This design comes from an exercise in tuning for small area on the open sky130 flow, not from production work.
Only simulation tests tie the RTL to the original design; equivalence was not proved.
Power figures rest on the tool's default switching activity, not on a simulated workload.

<file path="design/flow/design.v">
module FA (
	input wire a, b, c,
	output wire s, co
);
	assign s = a ^ b ^ c;
	assign co = (a & b) | (a & c) | (b & c);
endmodule
module HA (
	input wire a, b,
	output wire s, co
);
	assign s = a ^ b;
	assign co = a & b;
endmodule
module Multiplier (
	input wire [29:0] x,
	output wire [18:0] lo,
	output wire [11:0] hi,
	output wire ck
);
	wire [29:0] un = ~x;
	wire u0 = un[0];
	wire u1 = un[1];
	wire u2 = un[2];
	wire u3 = un[3];
	wire u4 = un[4];
	wire u5 = un[5];
	wire u6 = un[6];
	wire u7 = un[7];
	wire u8 = un[8];
	wire u9 = un[9];
	wire u10 = un[10];
	wire u11 = un[11];
	wire u12 = un[12];
	wire u13 = un[13];
	wire u14 = un[14];
	wire u15 = un[15];
	wire u16 = un[16];
	wire u17 = un[17];
	wire u18 = un[18];
	wire u19 = un[19];
	wire u20 = un[20];
	wire u21 = un[21];
	wire u22 = un[22];
	wire u23 = un[23];
	wire u24 = un[24];
	wire u25 = un[25];
	wire u26 = un[26];
	wire u27 = un[27];
	wire u28 = un[28];
	wire u29 = un[29];
	wire e1 = ~x[0] | x[1];
	wire e2 = ~x[1];
	wire e3 = ~x[0];
	wire e4 = ~e1;
	wire p5;
	BSEL0 sp5 (.one_n(x[0]), .xf(x[2]), .neg(e2), .pp(p5));
	wire p6;
	BSEL sp6 (.one_n(x[0]), .two_n(e1), .xf(x[3]), .xf1(x[2]), .neg(e2), .pp(p6));
	wire p7;
	BSEL sp7 (.one_n(x[0]), .two_n(e1), .xf(x[4]), .xf1(x[3]), .neg(e2), .pp(p7));
	wire p8;
	BSEL sp8 (.one_n(x[0]), .two_n(e1), .xf(x[5]), .xf1(x[4]), .neg(e2), .pp(p8));
	wire p9;
	BSEL sp9 (.one_n(x[0]), .two_n(e1), .xf(x[6]), .xf1(x[5]), .neg(e2), .pp(p9));
	wire p10;
	BSEL sp10 (.one_n(x[0]), .two_n(e1), .xf(x[7]), .xf1(x[6]), .neg(e2), .pp(p10));
	wire p11;
	BSEL sp11 (.one_n(x[0]), .two_n(e1), .xf(x[8]), .xf1(x[7]), .neg(e2), .pp(p11));
	wire p12;
	BSEL sp12 (.one_n(x[0]), .two_n(e1), .xf(x[9]), .xf1(x[8]), .neg(e2), .pp(p12));
	wire p13;
	BSEL sp13 (.one_n(x[0]), .two_n(e1), .xf(x[10]), .xf1(x[9]), .neg(e2), .pp(p13));
	wire p14;
	BSEL sp14 (.one_n(x[0]), .two_n(e1), .xf(x[11]), .xf1(x[10]), .neg(e2), .pp(p14));
	wire p15;
	BSEL sp15 (.one_n(x[0]), .two_n(e1), .xf(x[12]), .xf1(x[11]), .neg(e2), .pp(p15));
	wire p16;
	BSEL sp16 (.one_n(x[0]), .two_n(e1), .xf(x[13]), .xf1(x[12]), .neg(e2), .pp(p16));
	wire p17;
	BSEL sp17 (.one_n(x[0]), .two_n(e1), .xf(x[14]), .xf1(x[13]), .neg(e2), .pp(p17));
	wire p18;
	BSEL sp18 (.one_n(x[0]), .two_n(e1), .xf(x[15]), .xf1(x[14]), .neg(e2), .pp(p18));
	wire p19;
	BSEL sp19 (.one_n(x[0]), .two_n(e1), .xf(x[16]), .xf1(x[15]), .neg(e2), .pp(p19));
	wire p20;
	BSEL sp20 (.one_n(x[0]), .two_n(e1), .xf(x[17]), .xf1(x[16]), .neg(e2), .pp(p20));
	wire p21;
	BSEL sp21 (.one_n(x[0]), .two_n(e1), .xf(x[18]), .xf1(x[17]), .neg(e2), .pp(p21));
	wire p22;
	BSEL sp22 (.one_n(x[0]), .two_n(e1), .xf(x[19]), .xf1(x[18]), .neg(e2), .pp(p22));
	wire p23;
	BSEL sp23 (.one_n(x[0]), .two_n(e1), .xf(x[20]), .xf1(x[19]), .neg(e2), .pp(p23));
	wire p24;
	BSEL sp24 (.one_n(x[0]), .two_n(e1), .xf(x[21]), .xf1(x[20]), .neg(e2), .pp(p24));
	wire p25;
	BSEL sp25 (.one_n(x[0]), .two_n(e1), .xf(x[22]), .xf1(x[21]), .neg(e2), .pp(p25));
	wire p26;
	BSEL sp26 (.one_n(x[0]), .two_n(e1), .xf(x[23]), .xf1(x[22]), .neg(e2), .pp(p26));
	wire p27;
	BSEL sp27 (.one_n(x[0]), .two_n(e1), .xf(x[24]), .xf1(x[23]), .neg(e2), .pp(p27));
	wire p28;
	BSEL sp28 (.one_n(x[0]), .two_n(e1), .xf(x[25]), .xf1(x[24]), .neg(e2), .pp(p28));
	wire p29;
	BSEL sp29 (.one_n(x[0]), .two_n(e1), .xf(x[26]), .xf1(x[25]), .neg(e2), .pp(p29));
	wire p30;
	BSEL sp30 (.one_n(x[0]), .two_n(e1), .xf(x[27]), .xf1(x[26]), .neg(e2), .pp(p30));
	wire p31;
	BSEL sp31 (.one_n(x[0]), .two_n(e1), .xf(x[28]), .xf1(x[27]), .neg(e2), .pp(p31));
	wire p32;
	BSEL sp32 (.one_n(x[0]), .two_n(e1), .xf(x[29]), .xf1(x[28]), .neg(e2), .pp(p32));
	wire onen33, twon34, neg35, zn36;
	ONEN o1 (.xa(x[2]), .xb(x[1]), .y(onen33));
	TWON t1 (.xa(x[2]), .xb(x[1]), .xc(x[3]), .y(twon34));
	NEG n1 (.xa(x[2]), .xb(x[1]), .xc(x[3]), .y(neg35));
	ZN z1 (.xa(x[2]), .xb(x[1]), .xc(x[3]), .y(zn36));
	wire e37 = ~onen33;
	wire e38 = ~twon34;
	wire p39;
	BSEL0 sp39 (.one_n(onen33), .xf(x[4]), .neg(neg35), .pp(p39));
	wire p40;
	BSEL sp40 (.one_n(onen33), .two_n(twon34), .xf(x[5]), .xf1(x[4]), .neg(neg35), .pp(p40));
	wire p41;
	BSEL sp41 (.one_n(onen33), .two_n(twon34), .xf(x[6]), .xf1(x[5]), .neg(neg35), .pp(p41));
	wire p42;
	BSEL sp42 (.one_n(onen33), .two_n(twon34), .xf(x[7]), .xf1(x[6]), .neg(neg35), .pp(p42));
	wire p43;
	BSEL sp43 (.one_n(onen33), .two_n(twon34), .xf(x[8]), .xf1(x[7]), .neg(neg35), .pp(p43));
	wire p44;
	BSEL sp44 (.one_n(onen33), .two_n(twon34), .xf(x[9]), .xf1(x[8]), .neg(neg35), .pp(p44));
	wire p45;
	BSEL sp45 (.one_n(onen33), .two_n(twon34), .xf(x[10]), .xf1(x[9]), .neg(neg35), .pp(p45));
	wire p46;
	BSEL sp46 (.one_n(onen33), .two_n(twon34), .xf(x[11]), .xf1(x[10]), .neg(neg35), .pp(p46));
	wire p47;
	BSEL sp47 (.one_n(onen33), .two_n(twon34), .xf(x[12]), .xf1(x[11]), .neg(neg35), .pp(p47));
	wire p48;
	BSEL sp48 (.one_n(onen33), .two_n(twon34), .xf(x[13]), .xf1(x[12]), .neg(neg35), .pp(p48));
	wire p49;
	BSEL sp49 (.one_n(onen33), .two_n(twon34), .xf(x[14]), .xf1(x[13]), .neg(neg35), .pp(p49));
	wire p50;
	BSEL sp50 (.one_n(onen33), .two_n(twon34), .xf(x[15]), .xf1(x[14]), .neg(neg35), .pp(p50));
	wire p51;
	BSEL sp51 (.one_n(onen33), .two_n(twon34), .xf(x[16]), .xf1(x[15]), .neg(neg35), .pp(p51));
	wire p52;
	BSEL sp52 (.one_n(onen33), .two_n(twon34), .xf(x[17]), .xf1(x[16]), .neg(neg35), .pp(p52));
	wire p53;
	BSEL sp53 (.one_n(onen33), .two_n(twon34), .xf(x[18]), .xf1(x[17]), .neg(neg35), .pp(p53));
	wire p54;
	BSEL sp54 (.one_n(onen33), .two_n(twon34), .xf(x[19]), .xf1(x[18]), .neg(neg35), .pp(p54));
	wire p55;
	BSEL sp55 (.one_n(onen33), .two_n(twon34), .xf(x[20]), .xf1(x[19]), .neg(neg35), .pp(p55));
	wire p56;
	BSEL sp56 (.one_n(onen33), .two_n(twon34), .xf(x[21]), .xf1(x[20]), .neg(neg35), .pp(p56));
	wire p57;
	BSEL sp57 (.one_n(onen33), .two_n(twon34), .xf(x[22]), .xf1(x[21]), .neg(neg35), .pp(p57));
	wire p58;
	BSEL sp58 (.one_n(onen33), .two_n(twon34), .xf(x[23]), .xf1(x[22]), .neg(neg35), .pp(p58));
	wire p59;
	BSEL sp59 (.one_n(onen33), .two_n(twon34), .xf(x[24]), .xf1(x[23]), .neg(neg35), .pp(p59));
	wire p60;
	BSEL sp60 (.one_n(onen33), .two_n(twon34), .xf(x[25]), .xf1(x[24]), .neg(neg35), .pp(p60));
	wire p61;
	BSEL sp61 (.one_n(onen33), .two_n(twon34), .xf(x[26]), .xf1(x[25]), .neg(neg35), .pp(p61));
	wire p62;
	BSEL sp62 (.one_n(onen33), .two_n(twon34), .xf(x[27]), .xf1(x[26]), .neg(neg35), .pp(p62));
	wire onen63, twon64, neg65, zn66;
	ONEN o2 (.xa(x[4]), .xb(x[3]), .y(onen63));
	TWON t2 (.xa(x[4]), .xb(x[3]), .xc(x[5]), .y(twon64));
	NEG n2 (.xa(x[4]), .xb(x[3]), .xc(x[5]), .y(neg65));
	ZN z2 (.xa(x[4]), .xb(x[3]), .xc(x[5]), .y(zn66));
	wire e67 = ~onen63;
	wire e68 = ~twon64;
	wire p69;
	BSEL0 sp69 (.one_n(onen63), .xf(x[6]), .neg(neg65), .pp(p69));
	wire p70;
	BSEL sp70 (.one_n(onen63), .two_n(twon64), .xf(x[7]), .xf1(x[6]), .neg(neg65), .pp(p70));
	wire p71;
	BSEL sp71 (.one_n(onen63), .two_n(twon64), .xf(x[8]), .xf1(x[7]), .neg(neg65), .pp(p71));
	wire p72;
	BSEL sp72 (.one_n(onen63), .two_n(twon64), .xf(x[9]), .xf1(x[8]), .neg(neg65), .pp(p72));
	wire p73;
	BSEL sp73 (.one_n(onen63), .two_n(twon64), .xf(x[10]), .xf1(x[9]), .neg(neg65), .pp(p73));
	wire p74;
	BSEL sp74 (.one_n(onen63), .two_n(twon64), .xf(x[11]), .xf1(x[10]), .neg(neg65), .pp(p74));
	wire p75;
	BSEL sp75 (.one_n(onen63), .two_n(twon64), .xf(x[12]), .xf1(x[11]), .neg(neg65), .pp(p75));
	wire p76;
	BSEL sp76 (.one_n(onen63), .two_n(twon64), .xf(x[13]), .xf1(x[12]), .neg(neg65), .pp(p76));
	wire p77;
	BSEL sp77 (.one_n(onen63), .two_n(twon64), .xf(x[14]), .xf1(x[13]), .neg(neg65), .pp(p77));
	wire p78;
	BSEL sp78 (.one_n(onen63), .two_n(twon64), .xf(x[15]), .xf1(x[14]), .neg(neg65), .pp(p78));
	wire p79;
	BSEL sp79 (.one_n(onen63), .two_n(twon64), .xf(x[16]), .xf1(x[15]), .neg(neg65), .pp(p79));
	wire p80;
	BSEL sp80 (.one_n(onen63), .two_n(twon64), .xf(x[17]), .xf1(x[16]), .neg(neg65), .pp(p80));
	wire p81;
	BSEL sp81 (.one_n(onen63), .two_n(twon64), .xf(x[18]), .xf1(x[17]), .neg(neg65), .pp(p81));
	wire p82;
	BSEL sp82 (.one_n(onen63), .two_n(twon64), .xf(x[19]), .xf1(x[18]), .neg(neg65), .pp(p82));
	wire p83;
	BSEL sp83 (.one_n(onen63), .two_n(twon64), .xf(x[20]), .xf1(x[19]), .neg(neg65), .pp(p83));
	wire p84;
	BSEL sp84 (.one_n(onen63), .two_n(twon64), .xf(x[21]), .xf1(x[20]), .neg(neg65), .pp(p84));
	wire p85;
	BSEL sp85 (.one_n(onen63), .two_n(twon64), .xf(x[22]), .xf1(x[21]), .neg(neg65), .pp(p85));
	wire p86;
	BSEL sp86 (.one_n(onen63), .two_n(twon64), .xf(x[23]), .xf1(x[22]), .neg(neg65), .pp(p86));
	wire p87;
	BSEL sp87 (.one_n(onen63), .two_n(twon64), .xf(x[24]), .xf1(x[23]), .neg(neg65), .pp(p87));
	wire p88;
	BSEL sp88 (.one_n(onen63), .two_n(twon64), .xf(x[25]), .xf1(x[24]), .neg(neg65), .pp(p88));
	wire onen89, twon90, neg91, zn92;
	ONEN o3 (.xa(x[6]), .xb(x[5]), .y(onen89));
	TWON t3 (.xa(x[6]), .xb(x[5]), .xc(x[7]), .y(twon90));
	NEG n3 (.xa(x[6]), .xb(x[5]), .xc(x[7]), .y(neg91));
	ZN z3 (.xa(x[6]), .xb(x[5]), .xc(x[7]), .y(zn92));
	wire e93 = ~onen89;
	wire e94 = ~twon90;
	wire p95;
	BSEL0 sp95 (.one_n(onen89), .xf(x[8]), .neg(neg91), .pp(p95));
	wire p96;
	BSEL sp96 (.one_n(onen89), .two_n(twon90), .xf(x[9]), .xf1(x[8]), .neg(neg91), .pp(p96));
	wire p97;
	BSEL sp97 (.one_n(onen89), .two_n(twon90), .xf(x[10]), .xf1(x[9]), .neg(neg91), .pp(p97));
	wire p98;
	BSEL sp98 (.one_n(onen89), .two_n(twon90), .xf(x[11]), .xf1(x[10]), .neg(neg91), .pp(p98));
	wire p99;
	BSEL sp99 (.one_n(onen89), .two_n(twon90), .xf(x[12]), .xf1(x[11]), .neg(neg91), .pp(p99));
	wire p100;
	BSEL sp100 (.one_n(onen89), .two_n(twon90), .xf(x[13]), .xf1(x[12]), .neg(neg91), .pp(p100));
	wire p101;
	BSEL sp101 (.one_n(onen89), .two_n(twon90), .xf(x[14]), .xf1(x[13]), .neg(neg91), .pp(p101));
	wire p102;
	BSEL sp102 (.one_n(onen89), .two_n(twon90), .xf(x[15]), .xf1(x[14]), .neg(neg91), .pp(p102));
	wire p103;
	BSEL sp103 (.one_n(onen89), .two_n(twon90), .xf(x[16]), .xf1(x[15]), .neg(neg91), .pp(p103));
	wire p104;
	BSEL sp104 (.one_n(onen89), .two_n(twon90), .xf(x[17]), .xf1(x[16]), .neg(neg91), .pp(p104));
	wire p105;
	BSEL sp105 (.one_n(onen89), .two_n(twon90), .xf(x[18]), .xf1(x[17]), .neg(neg91), .pp(p105));
	wire p106;
	BSEL sp106 (.one_n(onen89), .two_n(twon90), .xf(x[19]), .xf1(x[18]), .neg(neg91), .pp(p106));
	wire p107;
	BSEL sp107 (.one_n(onen89), .two_n(twon90), .xf(x[20]), .xf1(x[19]), .neg(neg91), .pp(p107));
	wire p108;
	BSEL sp108 (.one_n(onen89), .two_n(twon90), .xf(x[21]), .xf1(x[20]), .neg(neg91), .pp(p108));
	wire p109;
	BSEL sp109 (.one_n(onen89), .two_n(twon90), .xf(x[22]), .xf1(x[21]), .neg(neg91), .pp(p109));
	wire p110;
	BSEL sp110 (.one_n(onen89), .two_n(twon90), .xf(x[23]), .xf1(x[22]), .neg(neg91), .pp(p110));
	wire onen111, twon112, neg113, zn114;
	ONEN o4 (.xa(x[8]), .xb(x[7]), .y(onen111));
	TWON t4 (.xa(x[8]), .xb(x[7]), .xc(x[9]), .y(twon112));
	NEG n4 (.xa(x[8]), .xb(x[7]), .xc(x[9]), .y(neg113));
	ZN z4 (.xa(x[8]), .xb(x[7]), .xc(x[9]), .y(zn114));
	wire e115 = ~onen111;
	wire e116 = ~twon112;
	wire p117;
	BSEL0 sp117 (.one_n(onen111), .xf(x[10]), .neg(neg113), .pp(p117));
	wire p118;
	BSEL sp118 (.one_n(onen111), .two_n(twon112), .xf(x[11]), .xf1(x[10]), .neg(neg113), .pp(p118));
	wire p119;
	BSEL sp119 (.one_n(onen111), .two_n(twon112), .xf(x[12]), .xf1(x[11]), .neg(neg113), .pp(p119));
	wire p120;
	BSEL sp120 (.one_n(onen111), .two_n(twon112), .xf(x[13]), .xf1(x[12]), .neg(neg113), .pp(p120));
	wire p121;
	BSEL sp121 (.one_n(onen111), .two_n(twon112), .xf(x[14]), .xf1(x[13]), .neg(neg113), .pp(p121));
	wire p122;
	BSEL sp122 (.one_n(onen111), .two_n(twon112), .xf(x[15]), .xf1(x[14]), .neg(neg113), .pp(p122));
	wire p123;
	BSEL sp123 (.one_n(onen111), .two_n(twon112), .xf(x[16]), .xf1(x[15]), .neg(neg113), .pp(p123));
	wire p124;
	BSEL sp124 (.one_n(onen111), .two_n(twon112), .xf(x[17]), .xf1(x[16]), .neg(neg113), .pp(p124));
	wire p125;
	BSEL sp125 (.one_n(onen111), .two_n(twon112), .xf(x[18]), .xf1(x[17]), .neg(neg113), .pp(p125));
	wire p126;
	BSEL sp126 (.one_n(onen111), .two_n(twon112), .xf(x[19]), .xf1(x[18]), .neg(neg113), .pp(p126));
	wire p127;
	BSEL sp127 (.one_n(onen111), .two_n(twon112), .xf(x[20]), .xf1(x[19]), .neg(neg113), .pp(p127));
	wire p128;
	BSEL sp128 (.one_n(onen111), .two_n(twon112), .xf(x[21]), .xf1(x[20]), .neg(neg113), .pp(p128));
	wire onen129, twon130, neg131, zn132;
	ONEN o5 (.xa(x[10]), .xb(x[9]), .y(onen129));
	TWON t5 (.xa(x[10]), .xb(x[9]), .xc(x[11]), .y(twon130));
	NEG n5 (.xa(x[10]), .xb(x[9]), .xc(x[11]), .y(neg131));
	ZN z5 (.xa(x[10]), .xb(x[9]), .xc(x[11]), .y(zn132));
	wire e133 = ~onen129;
	wire e134 = ~twon130;
	wire p135;
	BSEL0 sp135 (.one_n(onen129), .xf(x[12]), .neg(neg131), .pp(p135));
	wire p136;
	BSEL sp136 (.one_n(onen129), .two_n(twon130), .xf(x[13]), .xf1(x[12]), .neg(neg131), .pp(p136));
	wire p137;
	BSEL sp137 (.one_n(onen129), .two_n(twon130), .xf(x[14]), .xf1(x[13]), .neg(neg131), .pp(p137));
	wire p138;
	BSEL sp138 (.one_n(onen129), .two_n(twon130), .xf(x[15]), .xf1(x[14]), .neg(neg131), .pp(p138));
	wire p139;
	BSEL sp139 (.one_n(onen129), .two_n(twon130), .xf(x[16]), .xf1(x[15]), .neg(neg131), .pp(p139));
	wire p140;
	BSEL sp140 (.one_n(onen129), .two_n(twon130), .xf(x[17]), .xf1(x[16]), .neg(neg131), .pp(p140));
	wire p141;
	BSEL sp141 (.one_n(onen129), .two_n(twon130), .xf(x[18]), .xf1(x[17]), .neg(neg131), .pp(p141));
	wire p142;
	BSEL sp142 (.one_n(onen129), .two_n(twon130), .xf(x[19]), .xf1(x[18]), .neg(neg131), .pp(p142));
	wire onen143, twon144, neg145, zn146;
	ONEN o6 (.xa(x[12]), .xb(x[11]), .y(onen143));
	TWON t6 (.xa(x[12]), .xb(x[11]), .xc(x[13]), .y(twon144));
	NEG n6 (.xa(x[12]), .xb(x[11]), .xc(x[13]), .y(neg145));
	ZN z6 (.xa(x[12]), .xb(x[11]), .xc(x[13]), .y(zn146));
	wire e147 = ~onen143;
	wire e148 = ~twon144;
	wire p149;
	BSEL0 sp149 (.one_n(onen143), .xf(x[14]), .neg(neg145), .pp(p149));
	wire p150;
	BSEL sp150 (.one_n(onen143), .two_n(twon144), .xf(x[15]), .xf1(x[14]), .neg(neg145), .pp(p150));
	wire p151;
	BSEL sp151 (.one_n(onen143), .two_n(twon144), .xf(x[16]), .xf1(x[15]), .neg(neg145), .pp(p151));
	wire p152;
	BSEL sp152 (.one_n(onen143), .two_n(twon144), .xf(x[17]), .xf1(x[16]), .neg(neg145), .pp(p152));
	wire y153 = u14 ^ u13;
	wire y154 = u15 ^ u13;
	wire p155 = y154 & ~y153;
	wire s156 = ~p22;
	wire s157 = ~p23;
	wire s158;
	XNOR2 xs158 (.a(p24), .b(p54), .y(s158));
	wire c159;
	OR2 oc159 (.a(p24), .b(p54), .y(c159));
	wire s160, c161;
	FA fs160 (.a(p25), .b(p55), .c(p81), .s(s160), .co(c161));
	wire s162;
	XNOR2 xs162 (.a(p26), .b(p56), .y(s162));
	wire c163;
	OR2 oc163 (.a(p26), .b(p56), .y(c163));
	wire s164, c165;
	HA hs164 (.a(p82), .b(p104), .s(s164), .co(c165));
	wire s166;
	XNOR2 xs166 (.a(p27), .b(p57), .y(s166));
	wire c167;
	OR2 oc167 (.a(p27), .b(p57), .y(c167));
	wire s168, c169;
	HA hs168 (.a(p83), .b(p105), .s(s168), .co(c169));
	wire s170;
	XNOR2 xs170 (.a(p28), .b(p58), .y(s170));
	wire c171;
	OR2 oc171 (.a(p28), .b(p58), .y(c171));
	wire s172, c173;
	FA fs172 (.a(p84), .b(p106), .c(p124), .s(s172), .co(c173));
	wire s174, c175;
	FA fs174 (.a(p29), .b(p59), .c(p85), .s(s174), .co(c175));
	wire s176, c177;
	FA fs176 (.a(p107), .b(p125), .c(p139), .s(s176), .co(c177));
	wire s178;
	XNOR2 xs178 (.a(p30), .b(p60), .y(s178));
	wire c179;
	OR2 oc179 (.a(p30), .b(p60), .y(c179));
	wire s180, c181;
	FA fs180 (.a(p86), .b(p108), .c(p126), .s(s180), .co(c181));
	wire s182, c183;
	HA hs182 (.a(p140), .b(p150), .s(s182), .co(c183));
	wire s184;
	XNOR2 xs184 (.a(p31), .b(p61), .y(s184));
	wire c185;
	OR2 oc185 (.a(p31), .b(p61), .y(c185));
	wire s186, c187;
	FA fs186 (.a(p87), .b(p109), .c(p127), .s(s186), .co(c187));
	wire s188, c189;
	HA hs188 (.a(p141), .b(p151), .s(s188), .co(c189));
	wire s190;
	XNOR2 xs190 (.a(p32), .b(p62), .y(s190));
	wire s191 = p88 ^ p110 ^ p128;
	wire s192 = p142 ^ p152 ^ p155;
	wire s193 = ~p14;
	wire s194 = ~p15;
	wire s195;
	XNOR2 xs195 (.a(p16), .b(p46), .y(s195));
	wire c196;
	OR2 oc196 (.a(p16), .b(p46), .y(c196));
	wire s197, c198;
	FA fs197 (.a(p17), .b(p47), .c(p73), .s(s197), .co(c198));
	wire s199;
	XNOR2 xs199 (.a(p18), .b(p48), .y(s199));
	wire c200;
	OR2 oc200 (.a(p18), .b(p48), .y(c200));
	wire s201, c202;
	HA hs201 (.a(p74), .b(p96), .s(s201), .co(c202));
	wire s203;
	XNOR2 xs203 (.a(p19), .b(p49), .y(s203));
	wire c204;
	OR2 oc204 (.a(p19), .b(p49), .y(c204));
	wire s205, c206;
	HA hs205 (.a(p75), .b(p97), .s(s205), .co(c206));
	wire s207;
	XNOR2 xs207 (.a(p20), .b(p50), .y(s207));
	wire c208;
	OR2 oc208 (.a(p20), .b(p50), .y(c208));
	wire s209, c210;
	FA fs209 (.a(p76), .b(p98), .c(e116), .s(s209), .co(c210));
	wire s211, c212;
	FA fs211 (.a(p21), .b(p51), .c(p77), .s(s211), .co(c212));
	wire s213, c214;
	FA fs213 (.a(p99), .b(zn114), .c(p117), .s(s213), .co(c214));
	wire s215, c216;
	FA fs215 (.a(p52), .b(p78), .c(p100), .s(s215), .co(c216));
	wire s217, c218;
	FA fs217 (.a(p118), .b(e133), .c(s156), .s(s217), .co(c218));
	wire s219, c220;
	FA fs219 (.a(p53), .b(p79), .c(p101), .s(s219), .co(c220));
	wire s221, c222;
	FA fs221 (.a(p119), .b(p22), .c(s157), .s(s221), .co(c222));
	wire s223, c224;
	FA fs223 (.a(p80), .b(p102), .c(p120), .s(s223), .co(c224));
	wire s225, c226;
	FA fs225 (.a(e134), .b(p23), .c(s158), .s(s225), .co(c226));
	wire s227, c228;
	FA fs227 (.a(p103), .b(p121), .c(zn132), .s(s227), .co(c228));
	wire s229, c230;
	FA fs229 (.a(p135), .b(c159), .c(s160), .s(s229), .co(c230));
	wire s231, c232;
	FA fs231 (.a(p122), .b(p136), .c(e147), .s(s231), .co(c232));
	wire s233, c234;
	FA fs233 (.a(c161), .b(s162), .c(s164), .s(s233), .co(c234));
	wire s235, c236;
	FA fs235 (.a(p123), .b(p137), .c(c163), .s(s235), .co(c236));
	wire s237, c238;
	FA fs237 (.a(c165), .b(s166), .c(s168), .s(s237), .co(c238));
	wire s239, c240;
	FA fs239 (.a(p138), .b(e148), .c(c167), .s(s239), .co(c240));
	wire s241, c242;
	FA fs241 (.a(c169), .b(s170), .c(s172), .s(s241), .co(c242));
	wire s243, c244;
	FA fs243 (.a(zn146), .b(p149), .c(c171), .s(s243), .co(c244));
	wire s245, c246;
	FA fs245 (.a(c173), .b(s174), .c(s176), .s(s245), .co(c246));
	wire s247, c248;
	FA fs247 (.a(y153), .b(c175), .c(c177), .s(s247), .co(c248));
	wire s249, c250;
	FA fs249 (.a(s178), .b(s180), .c(s182), .s(s249), .co(c250));
	wire s251, c252;
	FA fs251 (.a(c179), .b(c181), .c(c183), .s(s251), .co(c252));
	wire s253, c254;
	FA fs253 (.a(s184), .b(s186), .c(s188), .s(s253), .co(c254));
	wire s255 = c185 ^ c187 ^ c189;
	wire s256 = s190 ^ s191 ^ s192;
	wire s257 = ~p10;
	wire s258 = ~p11;
	wire s259;
	XNOR2 xs259 (.a(p12), .b(p42), .y(s259));
	wire c260;
	OR2 oc260 (.a(p12), .b(p42), .y(c260));
	wire s261, c262;
	FA fs261 (.a(p13), .b(p43), .c(zn66), .s(s261), .co(c262));
	wire s263, c264;
	FA fs263 (.a(p44), .b(p70), .c(e93), .s(s263), .co(c264));
	wire s265, c266;
	FA fs265 (.a(p45), .b(p71), .c(p14), .s(s265), .co(c266));
	wire s267, c268;
	FA fs267 (.a(p72), .b(e94), .c(p15), .s(s267), .co(c268));
	wire s269, c270;
	FA fs269 (.a(zn92), .b(p95), .c(c196), .s(s269), .co(c270));
	wire s271, c272;
	FA fs271 (.a(e115), .b(c198), .c(s199), .s(s271), .co(c272));
	wire s273, c274;
	FA fs273 (.a(c200), .b(c202), .c(s203), .s(s273), .co(c274));
	wire s275, c276;
	FA fs275 (.a(c204), .b(c206), .c(s207), .s(s275), .co(c276));
	wire s277, c278;
	FA fs277 (.a(c208), .b(c210), .c(s211), .s(s277), .co(c278));
	wire s279, c280;
	FA fs279 (.a(c212), .b(c214), .c(s215), .s(s279), .co(c280));
	wire s281, c282;
	FA fs281 (.a(c216), .b(c218), .c(s219), .s(s281), .co(c282));
	wire s283, c284;
	FA fs283 (.a(c220), .b(c222), .c(s223), .s(s283), .co(c284));
	wire s285, c286;
	FA fs285 (.a(c224), .b(c226), .c(s227), .s(s285), .co(c286));
	wire s287, c288;
	FA fs287 (.a(c228), .b(c230), .c(s231), .s(s287), .co(c288));
	wire s289, c290;
	FA fs289 (.a(c232), .b(c234), .c(s235), .s(s289), .co(c290));
	wire s291, c292;
	FA fs291 (.a(c236), .b(c238), .c(s239), .s(s291), .co(c292));
	wire s293, c294;
	FA fs293 (.a(c240), .b(c242), .c(s243), .s(s293), .co(c294));
	wire s295, c296;
	FA fs295 (.a(c244), .b(c246), .c(s247), .s(s295), .co(c296));
	wire s297, c298;
	FA fs297 (.a(c248), .b(c250), .c(s251), .s(s297), .co(c298));
	wire s299 = c252 ^ c254 ^ s255;
	wire s300 = ~e1;
	wire s301;
	XNOR2 xs301 (.a(p6), .b(e37), .y(s301));
	wire c302;
	OR2 oc302 (.a(p6), .b(e37), .y(c302));
	wire s303 = ~p7;
	wire s304;
	XNOR2 xs304 (.a(p8), .b(e38), .y(s304));
	wire c305;
	OR2 oc305 (.a(p8), .b(e38), .y(c305));
	wire s306, c307;
	FA fs306 (.a(p9), .b(zn36), .c(p39), .s(s306), .co(c307));
	wire s308, c309;
	FA fs308 (.a(p40), .b(e67), .c(s257), .s(s308), .co(c309));
	wire s310, c311;
	FA fs310 (.a(p41), .b(p10), .c(s258), .s(s310), .co(c311));
	wire s312, c313;
	FA fs312 (.a(e68), .b(p11), .c(s259), .s(s312), .co(c313));
	wire s314, c315;
	FA fs314 (.a(p69), .b(c260), .c(s261), .s(s314), .co(c315));
	wire s316, c317;
	FA fs316 (.a(s193), .b(c262), .c(s263), .s(s316), .co(c317));
	wire s318, c319;
	FA fs318 (.a(s194), .b(c264), .c(s265), .s(s318), .co(c319));
	wire s320, c321;
	FA fs320 (.a(s195), .b(c266), .c(s267), .s(s320), .co(c321));
	wire s322, c323;
	FA fs322 (.a(s197), .b(c268), .c(s269), .s(s322), .co(c323));
	wire s324, c325;
	FA fs324 (.a(s201), .b(c270), .c(s271), .s(s324), .co(c325));
	wire s326, c327;
	FA fs326 (.a(s205), .b(c272), .c(s273), .s(s326), .co(c327));
	wire s328, c329;
	FA fs328 (.a(s209), .b(c274), .c(s275), .s(s328), .co(c329));
	wire s330, c331;
	FA fs330 (.a(s213), .b(c276), .c(s277), .s(s330), .co(c331));
	wire s332, c333;
	FA fs332 (.a(s217), .b(c278), .c(s279), .s(s332), .co(c333));
	wire s334, c335;
	FA fs334 (.a(s221), .b(c280), .c(s281), .s(s334), .co(c335));
	wire s336, c337;
	FA fs336 (.a(s225), .b(c282), .c(s283), .s(s336), .co(c337));
	wire s338, c339;
	FA fs338 (.a(s229), .b(c284), .c(s285), .s(s338), .co(c339));
	wire s340, c341;
	FA fs340 (.a(s233), .b(c286), .c(s287), .s(s340), .co(c341));
	wire s342, c343;
	FA fs342 (.a(s237), .b(c288), .c(s289), .s(s342), .co(c343));
	wire s344, c345;
	FA fs344 (.a(s241), .b(c290), .c(s291), .s(s344), .co(c345));
	wire s346, c347;
	FA fs346 (.a(s245), .b(c292), .c(s293), .s(s346), .co(c347));
	wire s348, c349;
	FA fs348 (.a(s249), .b(c294), .c(s295), .s(s348), .co(c349));
	wire s350, c351;
	FA fs350 (.a(s253), .b(c296), .c(s297), .s(s350), .co(c351));
	wire s352 = s256 ^ c298 ^ s299;
	wire s353, c354;
	HA hs353 (.a(p5), .b(s300), .s(s353), .co(c354));
	wire s355, c356;
	FA fs355 (.a(e1), .b(s301), .c(c354), .s(s355), .co(c356));
	wire s357, c358;
	FA fs357 (.a(c302), .b(s303), .c(c356), .s(s357), .co(c358));
	wire s359, c360;
	FA fs359 (.a(p7), .b(s304), .c(c358), .s(s359), .co(c360));
	wire s361, c362;
	FA fs361 (.a(c305), .b(s306), .c(c360), .s(s361), .co(c362));
	wire s363, c364;
	FA fs363 (.a(c307), .b(s308), .c(c362), .s(s363), .co(c364));
	wire s365, c366;
	FA fs365 (.a(c309), .b(s310), .c(c364), .s(s365), .co(c366));
	wire s367, c368;
	FA fs367 (.a(c311), .b(s312), .c(c366), .s(s367), .co(c368));
	wire s369, c370;
	FA fs369 (.a(c313), .b(s314), .c(c368), .s(s369), .co(c370));
	wire s371, c372;
	FA fs371 (.a(c315), .b(s316), .c(c370), .s(s371), .co(c372));
	wire s373, c374;
	FA fs373 (.a(c317), .b(s318), .c(c372), .s(s373), .co(c374));
	wire s375, c376;
	FA fs375 (.a(c319), .b(s320), .c(c374), .s(s375), .co(c376));
	wire s377, c378;
	FA fs377 (.a(c321), .b(s322), .c(c376), .s(s377), .co(c378));
	wire s379, c380;
	FA fs379 (.a(c323), .b(s324), .c(c378), .s(s379), .co(c380));
	wire s381, c382;
	FA fs381 (.a(c325), .b(s326), .c(c380), .s(s381), .co(c382));
	wire s383, c384;
	FA fs383 (.a(c327), .b(s328), .c(c382), .s(s383), .co(c384));
	wire s385, c386;
	HA hs385 (.a(c329), .b(s330), .s(s385), .co(c386));
	wire s387, c388;
	FA fs387 (.a(c331), .b(s332), .c(c386), .s(s387), .co(c388));
	wire s389, c390;
	FA fs389 (.a(c333), .b(s334), .c(c388), .s(s389), .co(c390));
	wire s391, c392;
	FA fs391 (.a(c335), .b(s336), .c(c390), .s(s391), .co(c392));
	wire s393, c394;
	FA fs393 (.a(c337), .b(s338), .c(c392), .s(s393), .co(c394));
	wire s395, c396;
	FA fs395 (.a(c339), .b(s340), .c(c394), .s(s395), .co(c396));
	wire s397, c398;
	FA fs397 (.a(c341), .b(s342), .c(c396), .s(s397), .co(c398));
	wire s399, c400;
	FA fs399 (.a(c343), .b(s344), .c(c398), .s(s399), .co(c400));
	wire s401, c402;
	FA fs401 (.a(c345), .b(s346), .c(c400), .s(s401), .co(c402));
	wire s403, c404;
	FA fs403 (.a(c347), .b(s348), .c(c402), .s(s403), .co(c404));
	wire s405, c406;
	FA fs405 (.a(c349), .b(s350), .c(c404), .s(s405), .co(c406));
	wire s407 = c351 ^ s352 ^ c406;
	assign lo = {s383, s381, s379, s377, s375, s373, s371, s369, s367, s365, s363, s361, s359, s357, s355, s353, e4, 1'b0, e3};
	assign hi = {s407, s405, s403, s401, s399, s397, s395, s393, s391, s389, s387, s385};
	assign ck = c384;
endmodule
module ONEN (input wire xa, xb, output wire y);
	assign y = ~(xa ^ xb);
endmodule
module TWON (input wire xa, xb, xc, output wire y);
	assign y = ~((xa & xb & ~xc) | (~xa & ~xb & xc));
endmodule
module NEG (input wire xa, xb, xc, output wire y);
	assign y = ~xc & (xa | xb);
endmodule
module ZN (input wire xa, xb, xc, output wire y);
	assign y = ~(xa & xb & ~xc);
endmodule
module BSEL (input wire one_n, two_n, xf, xf1, neg, output wire pp);
	assign pp = ~((one_n | xf) & (two_n | xf1)) ^ neg;
endmodule
module BSEL0 (input wire one_n, xf, neg, output wire pp);
	assign pp = ~(one_n | xf) ^ neg;
endmodule
module XNOR2 (input wire a, b, output wire y);
	assign y = ~(a ^ b);
endmodule
module OR2 (input wire a, b, output wire y);
	assign y = a | b;
endmodule
module poly_top #(
	parameter a = 2,
	parameter b = 4,
	parameter c = 6,
	parameter data_width = 32
)
(
	input wire clk,rst,
	input wire [data_width-1:0] x,
	input wire in_valid,
	output wire [data_width-1:0] y,
	output wire out_valid,
	output wire [1:0] state
);
	localparam K = 19;
	reg [1:0] q;
	always @(posedge clk) begin
		if (rst | ~in_valid) q <= 2'b00;
		else q <= {q[1] | q[0], q[1] | ~q[0]};
	end
	assign state = {q[1], q[0] & ~q[1]};
	assign out_valid = q[1] & q[0];
	reg [29:0] x0, x1;
	reg [K-1:0] rlo;
	reg [30-K:0] rhi;
	reg rck;
	wire [K-1:0] lo;
	wire [30-K:0] hi;
	wire ck;
	Multiplier sqr (.x(x1), .lo(lo), .hi(hi), .ck(ck));
	always @(posedge clk) begin
		x0 <= x[29:0];
		x1 <= x0;
		rlo <= lo;
		rhi <= hi;
		rck <= ck;
	end
	wire [30-K:0] shi;
	wire [31-K:0] inc;
	assign inc[0] = rck;
	genvar i;
	generate
		for (i = 0; i < 30 - K; i = i + 1) begin : incr
			HA h (.a(rhi[i]), .b(inc[i]), .s(shi[i]), .co(inc[i+1]));
		end
	endgenerate
	assign shi[30-K] = rhi[30-K] ^ inc[30-K];
	assign y = {shi, rlo[K-1:2], 1'b1, rlo[0], 1'b0};
endmodule
</file>
<file path="design/flow/flow/run.sh">
#!/bin/bash
# The standard layout (standard.sh, with the standard synthesis) with three changes:
# the port buffers use the smallest buffer cell, clock tree synthesis adds no
# dummy loads, and the flip-flops of x1 get a stronger drive before placement.
# Each make run's full output goes to its own log file here.
set -euo pipefail
bash standard.sh synth > synth.log 2>&1
bash standard.sh \
	"GPL_KEEP_OVERFLOW=0" "RECOVER_POWER=100" \
	"BUFFER_PORTS_ARGS=-buffer_cell sky130_fd_sc_hd__buf_1" \
	"CTS_ARGS=-sink_clustering_enable -repair_clock_nets -sink_clustering_size 20 -buf_list sky130_fd_sc_hd__clkbuf_8 -dont_use_dummy_load" \
	finish > layout.log 2>&1
</file>
<file path="design/flow/standard.sh">
#!/bin/bash
# synth_recipe.tcl (not shown) runs the flow's synth.tcl, then flattens the netlist and writes it again
# the make line also repeats each setting of config.mk as NAME=value (left out here)
make -C /OpenROAD-flow-scripts/flow DESIGN_CONFIG=/design/flow/config.mk WORK_HOME=/design/flow/orfs CLKGATE_MAP_FILE= SYNTH_SCRIPT=/design/flow/synth_recipe.tcl "${@:-finish}"
</file>
<file path="design/flow/config.mk">
export PLATFORM = sky130hd
export DESIGN_NAME = poly_top
export DESIGN_NICKNAME = poly_top
export VERILOG_FILES = /design/flow/design.v
export SDC_FILE = /design/flow/constraint.sdc
export NUM_CORES = 4
export LEC_CHECK = 0
export CAP_MARGIN = 0
export CORE_MARGIN = 2
export CORE_UTILIZATION = 60
export CTS_BUF_LIST = sky130_fd_sc_hd__clkbuf_8
export CTS_CLUSTER_SIZE = 20
export SLEW_MARGIN = 0
export SYNTH_HIERARCHICAL = 1
export SYNTH_MINIMUM_KEEP_SIZE = 0
</file>
<file path="design/flow/constraint.sdc">
create_clock -name core_clock -period 9.0 [get_ports {clk}]
set_input_delay 1.8000 -clock core_clock [delete_from_list [all_inputs] [get_ports {clk}]]
set_output_delay 1.8000 -clock core_clock [all_outputs]
set_load 0.01 [all_outputs]
</file>
==> metrics.md, run 1 <==
| Metric | Value |
|---|---|
| Detailed-route via count | 4,461 |
| Met2 Track Usage GR | 42.8% |
| Mapped Cells | 578 |
| Detailed-route vias per instance | 5.76 |
| Fin Clk Skew | 0.0242 ns |
| Post-route total power | 2.30 mW |
| Die outline width | 115 um |
| Most crowded layer after global routing | met2 |
| Post-layout min period | 8.53 ns |
| Maximum number of pins on one net before global-route repair | 31 |
| FF-to-FF setup slack | 0.47 ns |
| Arrival time worst endpoint | 8.79 ns |
| Number of global-route vias before repair | 4,782 |
| Area growth from synthesis to layout | 6.63% |
| Final critical-path setup slack | 0.469 ns |
| Post-layout nets | 780 |
| Mapped Area | 7380 um^2 |
| Deepest clock path buffer count | 2 |
| Core ar. | 12,000 um^2 |
| Diodes inserted | 0 |
| Setup repair after global routing missed its margin | false |
| Chip height | 115 um |
| WL final | 15,100 um |
| IO Pins | 70 |
| Depth of the worst register-to-register path | 22 |
| Run status | finished clean |
| Top achievable clock speed | 117 MHz |
| Final Wtd Congestion | 0.815 |
| Hold slack | 0.301 ns |
| Syn nets | 729 |
| Yosys synthesis warning count | 7 |
| Worst reg2reg startpoint | x1[5]$_DFF_P_ |
| TritonCTS clock tree | done |
| Total overflow reported by the global router | 0 |
| Remaining DRCs | 0 |
| Count of antenna-violating nets left after detailed routing | 0 |
| Hold Crit Start | x0[22]$_DFF_P_ |
| Htree depth | 3 |
| Worst setup path startpoint | x1[5]$_DFF_P_ |
| GR met1 Demand/Resource | 33.0% |
| Tightest slew margin relative to the limit | 7.21% |
| Number of hold-slack violations in the final timing report | 0 |
| Effective utilization at floorplan | 61.4% |
| Detailed Place HPWL | 10,800 um |
| FILL cells | 941 |
| Cell count after placement | 764 |
| Layout cells sized above 1 | 21.4% |
| Die Outline Area | 13,200 um^2 |
| Worst-Skew Late Latency | 0.37 ns |
| Clock input transition at the sequential cells of the worst setup and hold paths | 0.08 ns |
| Number of maximum-capacitance violations | 0 |
| Max Transition Viols Final | 0 |
| Setup-violating endpoint count in the final report | 0 |
| Total Routing Usage GR | 25.0% |
| Path type of the worst min-delay path | register to register |
| Port buffer count | 65 |
| Average routed wire per standard cell | 19.5 um |
| CP Class | register to register |
| WHS Path Cells | 0 |
| Post-Place Worst Slack | -0.475 ns |
| Number of standard cells in the final layout excluding fillers | 774 |
| Root buffer selected by CTS | sky130_fd_sc_hd__clkbuf_8 |
| Highest-count cells in the layout ignoring fill and taps | sky130_fd_sc_hd__xor2_1, sky130_fd_sc_hd__o22ai_2, sky130_fd_sc_hd__fa_1, sky130_fd_sc_hd__dfxtp_1, sky130_fd_sc_hd__buf_1 |
| Initial detailed-routing violation count | 254 |
| Antenna violations before repair | 0 |
| Row cnt | 40 |
| Data required, critical path | 9.26 ns |
| PD cells | 293 nW/um^2 |
| Global routing usage on met3 | 3.69% |
| Startpoint type of the worst setup path | register |
| First-pass GRT wire length | 25,100 um |
| Worst-Margin Slew | 1.38 ns |
| Hold buffer count at CTS | 0 |
| 1st-pass router iterations | 4 |
| Static leakage | 3.24 nW |
| Most common cell after layout, fill and taps aside | sky130_fd_sc_hd__xor2_1 |
| Clock buffers created by TritonCTS | 9 |
| Type of destination of the critical path | register |
| Sum Neg Setup Slack | 0 ns |
| Worst supply voltage drop on vdd | 0.510 mV |
| Post-CTS Setup Repair Bufs | 0 |
| TritonCTS sink count | 93 |
| Post-synthesis average cell area | 12.8 um^2 |
| Peak fanout along the critical path | 20 |
| Post-route clock period utilization | 94.8% |
[worst max-delay path, cell delays in order, from the launching register on]
cell and delay (ns):
sky130_fd_sc_hd__dfxtp_1 0.68, sky130_fd_sc_hd__and3b_1 0.27, sky130_fd_sc_hd__a21oi_4 0.68, sky130_fd_sc_hd__o22ai_1 0.18
sky130_fd_sc_hd__xor2_1 0.21, sky130_fd_sc_hd__fa_1 0.55, sky130_fd_sc_hd__fa_1 0.43, sky130_fd_sc_hd__fa_1 0.44
sky130_fd_sc_hd__ha_1 0.20, sky130_fd_sc_hd__fa_1 0.38, sky130_fd_sc_hd__fa_1 0.39, sky130_fd_sc_hd__fa_1 0.39
sky130_fd_sc_hd__fa_1 0.39, sky130_fd_sc_hd__fa_1 0.40, sky130_fd_sc_hd__fa_1 0.39, sky130_fd_sc_hd__fa_1 0.38
sky130_fd_sc_hd__fa_1 0.39, sky130_fd_sc_hd__fa_1 0.41, sky130_fd_sc_hd__fa_1 0.40, sky130_fd_sc_hd__xnor2_1 0.15
sky130_fd_sc_hd__xnor2_1 0.23, sky130_fd_sc_hd__xnor3_1 0.36, sky130_fd_sc_hd__xnor2_1 0.13
[sequential cells by signal, summed over array words and instances, names as in the netlist]
signal	cells
x0	30
x1	30
rhi	12
rck	1
rlo	18
q	2
[final cells by class]
cell class / count / area (um^2) / area share [%]
timing repair inverter: 1 / 5.00 / 0.0636
multi-input combinational: 430 / 5240 / 66.6
inverter: 22 / 86.3 / 1.10
timing repair buffer: 72 / 370 / 4.71
clock buffer: 9 / 124 / 1.57
tap: 147 / 184 / 2.34
sequential: 93 / 1860 / 23.7
[stage by stage]
| step | cell area (um^2) | utilization, % |
|---|---|---|
| CTS | 7880 | 65.6 |
| detailed placement | 7750 | 64.5 |
| finish | 7870 | 65.5 |
| global route | 7870 | 65.5 |
| floorplan | 7390 | - |
| global placement | 7570 | 63.0 |
[repair_timing]
item                       in CTS  in global routing
resized for setup               2                  1
cloned                          0                  1
setup endpoints to repair       3                  3
[routing by layer]
layer  wire (um)  vias to the layer above  share of wire, %
met5           0                        -                 0
met4         226                        0               1.5
met3         580                       16               3.8
met2        7670                      116                51
met1        6640                     2290                44
li1            -                     2039                 -
[path summary, 6_finish.rpt]
check,to
max,rhi[11]$_DFF_P_
min,x1[22]$_DFF_P_
min reg2reg,x1[22]$_DFF_P_
max reg2reg,rhi[11]$_DFF_P_
[report_power, final]
| part | switching, mW | internal (mW) |
|---|---|---|
| combinational | 0.747 | 0.738 |
| sequential | 0.0566 | 0.537 |
| clock | 0.134 | 0.0898 |
| total | 0.937 | 1.36 |
==> run 2: changes to the inputs <==
==> design/flow/flow/run.sh (replaced) <==
#!/bin/bash
# The standard layout (standard.sh, with the standard synthesis) with these changes:
# - after floorplan, every cell is set to its lowest drive strength (downsize.tcl);
#   timing repair upsizes the cells that need it;
# - global placement keeps none of its timing-driven buffering (GPL_KEEP_OVERFLOW=0);
# - power recovery downsizes cells with slack to spare after global routing;
# - the port buffers use the smallest buffer cell;
# - clock tree synthesis uses clkbuf_8 and adds no dummy loads.
# Each make run's full output goes to its own log file here.
set -euo pipefail
bash standard.sh synth > synth.log 2>&1
bash standard.sh \
	"POST_FLOORPLAN_TCL=$PWD/flow/downsize.tcl" \
	"GPL_KEEP_OVERFLOW=0" "RECOVER_POWER=100" \
	"BUFFER_PORTS_ARGS=-buffer_cell sky130_fd_sc_hd__buf_1" \
	"CTS_ARGS=-sink_clustering_enable -repair_clock_nets -sink_clustering_size 20 -buf_list sky130_fd_sc_hd__clkbuf_8 -dont_use_dummy_load" \
	finish > layout.log 2>&1
==> design/flow/flow/downsize.tcl (new file) <==
# Before placement, give every cell the lowest drive strength of its kind
# (name ending _1); timing repair later upsizes the cells that need it.
set n 0
foreach inst [get_cells *] {
  set master [get_property $inst ref_name]
  if { [regexp {^(sky130_fd_sc_hd__\w+)_([0-9]+)$} $master -> base drive] && $drive > 1 } {
    set target ${base}_1
    if { [llength [get_lib_cells -quiet $target]] > 0 } {
      replace_cell $inst $target
      incr n
    }
  }
}
puts "downsize.tcl: $n cells set to drive strength 1"
--- a/design/flow/config.mk
+++ b/design/flow/config.mk
@@ -9,3 +9,3 @@
 export CORE_MARGIN = 2
-export CORE_UTILIZATION = 60
+export CORE_UTILIZATION = 72
 export CTS_BUF_LIST = sky130_fd_sc_hd__clkbuf_8
==> metrics.md, run 2 <==
| Metric | Value |
|---|---|
| Static leakage | 2.98 nW (was 3.24 nW) |
| Chain of cells forming the critical path | and3b_1 > a21oi_1 > inv_1 > fa_1 > fa_1 > fa_1 > ha_1 > fa_1 > fa_1 > fa_1 > fa_1 > fa_1 > fa_1 > fa_1 > fa_1 > fa_1 > fa_1 > xnor2_1 > xnor2_1 > xnor3_1 > xnor2_1 (was and3b_1 > a21oi_4 > o22ai_1 > xor2_1 > fa_1 > fa_1 > fa_1 > ha_1 > fa_1 > fa_1 > fa_1 > fa_1 > fa_1 > fa_1 > fa_1 > fa_1 > fa_1 > fa_1 > xnor2_1 > xnor2_1 > xnor3_1 > xnor2_1) |
| Deepest clock path buffer count | 2 (unchanged) |
| FILL cells | 732 (was 941) |
| Setup-violating endpoint count in the final report | 0 (unchanged) |
| Core ar. | 9860 um^2 (was 12,000 um^2) |
| Peak fanout along the critical path | 17 (was 20) |
| Count of antenna-violating nets left after detailed routing | 0 (unchanged) |
| Registers with the most flip-flops | x0 (30), x1 (30), rlo (18) (unchanged) |
| IO Pins | 70 (unchanged) |
| Syn nets | 729 (unchanged) |
| Critical Path Max Stage Delay | 1.00 ns (was 0.68 ns) |
| Data required, critical path | 9.24 ns (was 9.26 ns) |
| Yosys synthesis warning count | 7 (unchanged) |
| Total overflow reported by the global router | 0 (unchanged) |
| Worst reg2reg startpoint | x1[9]$_DFF_P_ (was x1[5]$_DFF_P_) |
| CP Class | register to register (unchanged) |
| Family with the most delay on the worst path | adder cells (unchanged) |
| PD cells | 319 nW/um^2 (was 293 nW/um^2) |
| Worst-Margin Slew | 1.38 ns (about the same) |
| Post-layout min period | 8.73 ns (was 8.53 ns) |
| Highest-count cells in the layout ignoring fill and taps | sky130_fd_sc_hd__xor2_1, sky130_fd_sc_hd__o22ai_1, sky130_fd_sc_hd__fa_1, sky130_fd_sc_hd__dfxtp_1, sky130_fd_sc_hd__buf_1 (was sky130_fd_sc_hd__xor2_1, sky130_fd_sc_hd__o22ai_2, sky130_fd_sc_hd__fa_1, sky130_fd_sc_hd__dfxtp_1, sky130_fd_sc_hd__buf_1) |
| Post-route clock period utilization | 97.0% (was 94.8%) |
| Layout cells sized above 1 | 3.85% (was 21.4%) |
| Maximum number of pins on one net before global-route repair | 31 (unchanged) |
| FF-to-FF setup slack | 0.27 ns (was 0.47 ns) |
| Detailed-route vias per instance | 5.93 (was 5.76) |
| Startpoint type of the worst setup path | register (unchanged) |
| Sum Neg Setup Slack | 0 ns (unchanged) |
| Worst supply voltage drop on vdd | 0.242 mV (was 0.510 mV) |
| Final Wtd Congestion | 0.919 (was 0.815) |
| Top achievable clock speed | 115 MHz (was 117 MHz) |
| 1st-pass router iterations | 8 (was 4) |
| Critical Path Slowest Stage Cell | sky130_fd_sc_hd__a21oi_1 (was sky130_fd_sc_hd__dfxtp_1) |
| Fin Clk Skew | 0.0230 ns (was 0.0242 ns) |
| Run status | finished clean (unchanged) |
| Detailed Place HPWL | 9920 um (was 10,800 um) |
| Post-layout nets | 777 (was 780) |
| Depth of the worst register-to-register path | 21 (was 22) |
| TritonCTS sink count | 93 (unchanged) |
| First-pass GRT wire length | 22,900 um (was 25,100 um) |
| TritonCTS clock tree | done (unchanged) |
| Worst-Skew Late Latency | 0.36 ns (was 0.37 ns) |
| Average routed wire per standard cell | 18.6 um (was 19.5 um) |
| Root buffer selected by CTS | sky130_fd_sc_hd__clkbuf_8 (unchanged) |
| Number of maximum-capacitance violations | 0 (unchanged) |
| Max Transition Viols Final | 0 (unchanged) |
| Post-synthesis average cell area | 12.8 um^2 (unchanged) |
| Chip height | 105 um (was 115 um) |
| Detailed-route via count | 4,491 (was 4,461) |
| Mapped Area | 7380 um^2 (unchanged) |
| Clock input transition at the sequential cells of the worst setup and hold paths | 0.09 ns (was 0.08 ns) |
| Hold Crit Start | x0[25]$_DFF_P_ (was x0[22]$_DFF_P_) |
| Type of destination of the critical path | register (unchanged) |
| WL final | 14,100 um (was 15,100 um) |
| Row cnt | 36 (was 40) |
| Number of global-route vias before repair | 4,657 (was 4,782) |
| Hold buffer count at CTS | 0 (unchanged) |
| WHS Path Cells | 0 (unchanged) |
| Mapped Cells | 578 (unchanged) |
| Die outline width | 105 um (was 115 um) |
| Most frequent cell on the critical path | sky130_fd_sc_hd__fa_1 (unchanged) |
| Number of hold-slack violations in the final timing report | 0 (unchanged) |
| Port buffer count | 65 (unchanged) |
| Area growth from synthesis to layout | -3.78% (was 6.63%) |
| Clock buffers created by TritonCTS | 9 (unchanged) |
| Diodes inserted | 0 (unchanged) |
| Hold slack | 0.307 ns (was 0.301 ns) |
| Effective utilization at floorplan | 74.8% (was 61.4%) |
| Total Routing Usage GR | 26.6% (was 25.0%) |
| Worst path buffer plus inverter count | 1 (was 0) |
| Path type of the worst min-delay path | register to register (unchanged) |
| Final standard cell utilization of the core | 72.0% (was 65.5%) |
| Crit. path cell count | 21 (was 22) |
| Initial detailed-routing violation count | 321 (was 254) |
| Htree depth | 3 (unchanged) |
| Remaining DRCs | 0 (unchanged) |
| Die Outline Area | 11,100 um^2 (was 13,200 um^2) |
| Most common cell after layout, fill and taps aside | sky130_fd_sc_hd__xor2_1 (unchanged) |
| Antenna violations before repair | 0 (unchanged) |
| Setup repair after global routing missed its margin | false (unchanged) |
| Arrival time worst endpoint | 8.97 ns (was 8.79 ns) |
| Worst setup path startpoint | x1[9]$_DFF_P_ (was x1[5]$_DFF_P_) |
| Tightest slew margin relative to the limit | 8.10% (was 7.21%) |
## run 2: where the power goes
part	leakage [nW]	switching, mW	internal [mW]
Sequential	0.784	0.0463	0.537
Combinational	2.13	0.749	0.711
Clock	0.0647	0.129	0.0899
Total	2.98	0.925	1.34
## run 2: what timing repair did
item	CTS	global route
buffers inserted	0	0
cloned	0	1
endpoints found under the setup margin	4	1
resized for setup	3	0
## run 2: layout make-up
type / instances / area, um^2 / share of cell area, %
clock buffers: 9 / 124 / 1.74
repair buffers: 69 / 297 / 4.18
repair inverters: 1 / 5.00 / 0.0705
multi-input cells: 430 / 4560 / 64.2
well taps: 133 / 166 / 2.34
flip-flops and latches: 93 / 1860 / 26.2
inverters: 22 / 86.3 / 1.22
## run 2: routing by layer
layer	global-route usage [%]	share of wire [%]	wire length (um)
met1	34.4	40	5680
met2	44.3	48	6790
met3	6.06	9.0	1270
met4	8.86	2.7	381
met5	0	0	0
## run 2: path summary, 6_finish.rpt
path                     endpoint
hold reg to reg    x1[25]$_DFF_P_
setup reg to reg  rhi[11]$_DFF_P_
hold / removal     x1[25]$_DFF_P_
setup / recovery  rhi[11]$_DFF_P_
## run 2: through the flow
| step | power [mW] | setup slack, ns | area, um^2 | cells |
|---|---|---|---|---|
| after floorplan | 2.37 | 0.105 | 7390 | 578 |
| after global placement | 1.98 | -0.631 | 6870 | 743 |
| after detailed placement | 2.08 | -0.702 | 6950 | 747 |
| after CTS | 2.30 | 0.139 | 7090 | 756 |
| after global routing | 2.52 | 0.0312 | 7100 | 757 |
| final | 2.26 | 0.271 | 7100 | 757 |
==> run 3: changes to the inputs <==
--- a/design/flow/config.mk
+++ b/design/flow/config.mk
@@ -9,3 +9,3 @@
 export CORE_MARGIN = 2
-export CORE_UTILIZATION = 72
+export CORE_UTILIZATION = 60
 export CTS_BUF_LIST = sky130_fd_sc_hd__clkbuf_8
==> metrics.md, run 3 <==
| Metric | Value |
|---|---|
| Static leakage | 2.99 nW (was 2.98 nW) |
| Cell count after placement | 763 (was 747) |
| Mapped Cells | 578 (unchanged) |
| Chip height | 115 um (was 105 um) |
| WL final | 14,000 um (was 14,100 um) |
| Critical Path Slowest Stage Cell | sky130_fd_sc_hd__fa_1 (was sky130_fd_sc_hd__a21oi_1) |
| Worst-Skew Late Latency | 0.38 ns (was 0.36 ns) |
| Number of standard cells in the final layout excluding fillers | 773 (was 757) |
| Area growth from synthesis to layout | -3.22% (was -3.78%) |
| Clock input transition at the sequential cells of the worst setup and hold paths | 0.08 ns (was 0.09 ns) |
| Most frequent cell on the critical path | sky130_fd_sc_hd__fa_1 (unchanged) |
| Detailed-route vias per instance | 5.76 (was 5.93) |
| Peak fanout along the critical path | 29 (was 17) |
| Detailed-route via count | 4,454 (was 4,491) |
| Registers with the most flip-flops | x0 (30), x1 (30), rlo (18) (unchanged) |
| Family with the most delay on the worst path | adder cells (unchanged) |
| Count of antenna-violating nets left after detailed routing | 0 (unchanged) |
| Layout cells sized above 1 | 4.31% (was 3.85%) |
| Final standard cell utilization of the core | 59.5% (was 72.0%) |
| Worst supply voltage drop on vdd | 0.262 mV (was 0.242 mV) |
| Path type of the worst min-delay path | register to register (unchanged) |
| Type of destination of the critical path | register (unchanged) |
| Port buffer count | 65 (unchanged) |
| Detailed Place HPWL | 9960 um (was 9920 um) |
| Final Wtd Congestion | 0.852 (was 0.919) |
| Post-CTS Setup Repair Bufs | 0 (unchanged) |
| Chain of cells forming the critical path | clkinvlp_4 > nand2_4 > o22ai_1 > xor2_1 > fa_1 > fa_1 > fa_1 > ha_1 > fa_1 > fa_1 > fa_1 > fa_1 > fa_1 > fa_1 > fa_1 > fa_1 > fa_1 > fa_1 > xnor2_1 > xnor2_1 > xnor3_1 > xnor2_1 (was and3b_1 > a21oi_1 > inv_1 > fa_1 > fa_1 > fa_1 > ha_1 > fa_1 > fa_1 > fa_1 > fa_1 > fa_1 > fa_1 > fa_1 > fa_1 > fa_1 > fa_1 > xnor2_1 > xnor2_1 > xnor3_1 > xnor2_1) |
| Tightest slew margin relative to the limit | 9.48% (was 8.10%) |
| Setup repair after global routing missed its margin | false (unchanged) |
| Post-layout nets | 779 (was 777) |
| CP Class | register to register (unchanged) |
| Most common cell after layout, fill and taps aside | sky130_fd_sc_hd__xor2_1 (unchanged) |
| Clock buffers created by TritonCTS | 9 (unchanged) |
| Initial detailed-routing violation count | 224 (was 321) |
| Fin Clk Skew | 0.0208 ns (was 0.0230 ns) |
| TritonCTS sink count | 93 (unchanged) |
| Top achievable clock speed | 117 MHz (was 115 MHz) |
| Mapped Area | 7380 um^2 (unchanged) |
| Highest-count cells in the layout ignoring fill and taps | sky130_fd_sc_hd__xor2_1, sky130_fd_sc_hd__o22ai_1, sky130_fd_sc_hd__fa_1, sky130_fd_sc_hd__dfxtp_1, sky130_fd_sc_hd__buf_1 (unchanged) |
| IO Pins | 70 (unchanged) |
| Worst path buffer plus inverter count | 1 (unchanged) |
| Total overflow reported by the global router | 0 (unchanged) |
| Data required, critical path | 9.25 ns (was 9.24 ns) |
| Root buffer selected by CTS | sky130_fd_sc_hd__clkbuf_8 (unchanged) |
| PD cells | 309 nW/um^2 (was 319 nW/um^2) |
| Effective utilization at floorplan | 61.4% (was 74.8%) |
| Htree depth | 3 (unchanged) |
| Maximum number of pins on one net before global-route repair | 31 (unchanged) |
| Post-synthesis average cell area | 12.8 um^2 (unchanged) |
| Average routed wire per standard cell | 18.2 um (was 18.6 um) |
| Total Routing Usage GR | 22.9% (was 26.6%) |
| Run status | finished clean (unchanged) |
| Max Transition Viols Final | 0 (unchanged) |
| Yosys synthesis warning count | 7 (unchanged) |
| Number of hold-slack violations in the final timing report | 0 (unchanged) |
| Startpoint type of the worst setup path | register (unchanged) |
| Area of all placed cells without fillers | 7140 um^2 (was 7100 um^2) |
| Row cnt | 40 (was 36) |
| Worst-Margin Slew | 1.36 ns (was 1.38 ns) |
| TritonCTS clock tree | done (unchanged) |
| 1st-pass router iterations | 5 (was 8) |
| Setup-violating endpoint count in the final report | 0 (unchanged) |
| Die Outline Area | 13,200 um^2 (was 11,100 um^2) |
| Deepest clock path buffer count | 2 (unchanged) |
| Core ar. | 12,000 um^2 (was 9860 um^2) |
| Die outline width | 115 um (was 105 um) |
| Post-Place Worst Slack | -0.704 ns (was -0.702 ns) |
| Antenna violations before repair | 0 (unchanged) |
| Critical Path Max Stage Delay | 0.58 ns (was 1.00 ns) |
| Syn nets | 729 (unchanged) |
| Post-layout min period | 8.52 ns (was 8.73 ns) |
| Number of maximum-capacitance violations | 0 (unchanged) |
| Arrival time worst endpoint | 8.76 ns (was 8.97 ns) |
| Diodes inserted | 0 (unchanged) |
| Sum Neg Setup Slack | 0 ns (unchanged) |
| Number of global-route vias before repair | 4,563 (was 4,657) |
| Final critical-path setup slack | 0.484 ns (was 0.271 ns) |
| First-pass GRT wire length | 23,100 um (was 22,900 um) |
| Remaining DRCs | 0 (unchanged) |
| Post-route clock period utilization | 94.6% (was 97.0%) |
| Dpl cell area | 7000 um^2 (was 6950 um^2) |
-- run 3: layout make-up --
class	count	area [um^2]
fill	1025	4870
timing repair inverter	1	5.00
timing repair buffer	71	323
multi-input combinational	430	4560
inverter	22	86.3
clock buffer	9	124
tap	147	184
sequential	93	1860
-- run 3: path summary, 6_finish.rpt --
check | startpoint | to | slack, ns | cells past startpoint
worst min-delay path | x0[29]$_DFF_P_ | x1[29]$_DFF_P_ | 0.31 | 0
worst min register to register | x0[29]$_DFF_P_ | x1[29]$_DFF_P_ | 0.31 | 0
worst max register to register | x1[1]$_DFF_P_ | rhi[11]$_DFF_P_ | 0.48 | 22
worst max-delay path | x1[1]$_DFF_P_ | rhi[11]$_DFF_P_ | 0.48 | 22
-- run 3: per-stage QoR --
step	hold slack (ns)	power [mW]
after floorplan	0.310	2.37
after CTS	0.317	2.26
final	0.315	2.21
after global routing	0.332	2.52
after global placement	0.310	1.99
after detailed placement	0.312	2.04
-- run 3: timing repair --
action | CTS | global route
gates resized for setup | 3 | 2
endpoints found under the setup margin | 4 | 1
hold buffers | 0 | 0
cloned | 0 | 1
-- run 3: routing by layer --
layer | vias up | GRT usage (%) | part of all wire [%]
li1 | 2042 | - | -
met1 | 2208 | 29.0 | 43
met2 | 178 | 37.6 | 49
met3 | 26 | 6.33 | 6.4
met4 | 0 | 8.51 | 2.1
met5 | - | 0 | 0
-- run 3: where the power goes --
group	total (mW)	internal [mW]	switching (mW)
Sequential	0.583	0.537	0.0455
Clock	0.215	0.0896	0.126
Combinational	1.41	0.692	0.717
Total	2.21	1.32	0.889

## afterwards: timing with drivers on the ports
Ports are ideal in the flow. The routed layouts listed here were re-timed in OpenROAD. Step 1: set_driving_cell puts a clkbuf_16 on clk and a buf_2 on each other input, an assumption about the parent block. Step 2 adds t to the input delays and takes it off the output delays; t is the mean of the earliest and latest rising clock arrival at the registers after step 1. Input paths then give back, and output paths get back, about the clock's delay inside the block. a / b / c = ideal ports / drivers / drivers and shift; a / b = the first two.
| run | t, ns | setup WS [ns] | worst hold slack (ns) |
|---|---|---|---|
| run 1 | 0.401 | 0.469 / 0.469 / 0.469 | 0.301 / 0.301 / 0.301 |
| run 2 | 0.379 | 0.271 / 0.271 / 0.271 | 0.307 / 0.307 / 0.307 |
| run 3 | 0.403 | 0.484 / 0.484 / 0.484 | 0.315 / 0.315 / 0.315 |
After both steps setup and hold are still met in every run listed.
